This is an optimization exercise on Yosys and OpenROAD, whose aim is small area, a short achievable clock period and few clock cycles, not a production implementation.
Power figures rest on the tool's default switching activity, not on a simulated workload.

the previous run:
==> flow/design.v <==
module fsm(
    input [15:0] dataIn,
    input R_I,
    input reset,
    input clk,
    output reg REG_ERROR,
    output [15:0] dataOut,
    output reg R_O
);
reg        sgn;
reg [11:0] mag;
wire busy = R_O | REG_ERROR;
wire s    = dataIn[15];
wire [11:0] x = dataIn[11:0];
wire err  = s ? ~&dataIn[14:11]
              : (|dataIn[14:12] | (x[11] & |x[10:0]));
wire [11:0] lo;
assign lo[0] = 1'b0;
genvar g;
generate
    for (g = 1; g < 12; g = g + 1) begin : pre
        assign lo[g] = lo[g-1] | x[g-1];
    end
endgenerate
wire [11:0] m = x ^ ({12{s}} & lo);
always @(posedge clk) begin
    sgn <= s;
    mag <= m;
    if (reset) begin
        R_O       <= 1'b0;
        REG_ERROR <= 1'b0;
    end else begin
        R_O       <= R_I & ~busy & ~err;
        REG_ERROR <= R_I & ~busy & err;
    end
end
wire        z8 = ~|mag[11:4];
wire [11:0] t8 = z8 ? {mag[3:0], 8'd0} : mag;
wire        z4 = ~|t8[11:8];
wire [11:0] t4 = z4 ? {t8[7:0], 4'd0} : t8;
wire        z2 = ~|t4[11:10];
wire [11:0] t2 = z2 ? {t4[9:0], 2'd0} : t4;
wire        z1 = ~t2[11];
wire [11:0] t1 = z1 ? {t2[10:0], 1'b0} : t2;
wire [3:0]  lz = {z8, z4, z2, z1};    
wire [4:0] e = 5'd26 - {1'b0, lz};
assign dataOut[15]    = sgn;
assign dataOut[14:10] = (&lz) ? 5'd0 : e;
assign dataOut[9:0]   = t1[10:1];
endmodule
==> flow/config.mk <==
export PLATFORM = sky130hd
export DESIGN_NAME = fsm
export DESIGN_NICKNAME = fsm
export VERILOG_FILES = /design/flow/design.v
export SDC_FILE = /design/flow/constraint.sdc
export NUM_CORES = 4
export LEC_CHECK = 0
export CAP_MARGIN = 20
export CORE_MARGIN = 2
export CORE_UTILIZATION = 40
export SLEW_MARGIN = 20
==> flow/constraint.sdc <==
create_clock -name core_clock -period 5.0 [get_ports {clk}]
set_input_delay 1.0000 -clock core_clock [delete_from_list [all_inputs] [get_ports {clk}]]
set_output_delay 1.0000 -clock core_clock [all_outputs]
set_load 0.01 [all_outputs]
standard.sh (not shown) runs the stock make flow with config.mk's settings and CLKGATE_MAP_FILE= SYNTH_SCRIPT=/design/flow/synth_recipe.tcl, a recipe that flattens the netlist after the stock synthesis.
==> flow/flow/run.sh <==
#!/bin/bash
# Standard ORFS layout, with plain buf_1 cells as the port buffers.
set -euo pipefail
export BUFFER_PORTS_ARGS="-buffer_cell sky130_fd_sc_hd__buf_1"
bash standard.sh finish > standard_flow.log 2>&1
What the current run does differently from the previous run at the input level:
==> flow/design.v <==
module fsm(
    input [15:0] dataIn,
    input R_I,
    input reset,
    input clk,
    output reg REG_ERROR,
    output [15:0] dataOut,
    output reg R_O
);
reg        sgn, q8, q4;
reg [11:0] r4;
wire busy = R_O | REG_ERROR;
wire s    = dataIn[15];
wire [11:0] x = dataIn[11:0];
wire err  = s ? ~&dataIn[14:11]
              : (|dataIn[14:12] | (x[11] & |x[10:0]));
wire [11:0] lo;
assign lo[0] = 1'b0;
genvar g;
generate
    for (g = 1; g < 12; g = g + 1) begin : pre
        assign lo[g] = lo[g-1] | x[g-1];
    end
endgenerate
wire [11:0] m = x ^ ({12{s}} & lo);
wire        z8 = ~|m[11:4];
wire [11:0] t8 = z8 ? {m[3:0], 8'd0} : m;
wire        z4 = ~|t8[11:8];
wire [11:0] t4 = z4 ? {t8[7:0], 4'd0} : t8;
always @(posedge clk) begin
    sgn <= s;
    q8  <= z8;
    q4  <= z4;
    r4  <= t4;
    if (reset) begin
        R_O       <= 1'b0;
        REG_ERROR <= 1'b0;
    end else begin
        R_O       <= R_I & ~busy & ~err;
        REG_ERROR <= R_I & ~busy & err;
    end
end
wire        z2 = ~|r4[11:10];
wire [11:0] t2 = z2 ? {r4[9:0], 2'd0} : r4;
wire        z1 = ~t2[11];
wire [11:0] t1 = z1 ? {t2[10:0], 1'b0} : t2;
wire [3:0]  lz = {q8, q4, z2, z1};
wire [4:0]  e  = 5'd26 - {1'b0, lz};
assign dataOut = {sgn, (&lz) ? 5'd0 : e, t1[10:1]};
endmodule
--- outcome ---
After detailed routing, the previous run needs less wire than the current run.
Compared with the previous run, placement density in the core of the current run is higher.
Reported for the previous run and the current run, final-report hold violation count turned out identical to the last digit.
The power in the current run sits about 4% above the value recorded for the previous run.
The previous run → the current run: hold slack fell by 37 ps, maximum vdd drop now smaller.
Going from the previous run to the current run, the synthesis-to-finish area growth was found to have gone down by 2.5 points.
Relative to the previous run, count of TritonRoute iterations in the first routing pass has gone up in the current run.
Lower clock-buffer cell count was reported by the current run, not the previous run.
Compare the previous run and the current run | via count higher: the current run
The current run completed end to end with timing, DRC and antenna clean.
Wire length the detailed router placed on met1 went up by a few percent going from the previous run to the current run.
Function was not checked in any run of this note: the RTL went through the layout flow alone.

==> re-timing with driven ports <==
The flow's constraints put no driver on any port. The routed layouts listed below were extracted and timed again, unchanged, in two steps.
Step 1: set_driving_cell puts a clkbuf_16 on clk and a buf_2 on each other input, an assumption about the parent block.
Step 2 also shifts input and output timing later by t, the mid clock arrival at the registers, as if the neighbouring blocks saw the same clock.
a / b / c = ideal / step 1 / step 2; a / b = the first two.
run | t, ns | setup slack, ns | hold slack, ns | latest minus earliest clock arrival (ns)
the previous run | 0.280 | 1.393 / 1.375 / 1.654 | 0.560 / 0.560 / 0.560 | 0.003 / 0.003
the current run | 0.305 | 1.699 / 1.677 / 1.963 | 0.522 / 0.522 / 0.522 | 0.007 / 0.006
After both steps every run listed still meets setup and hold.
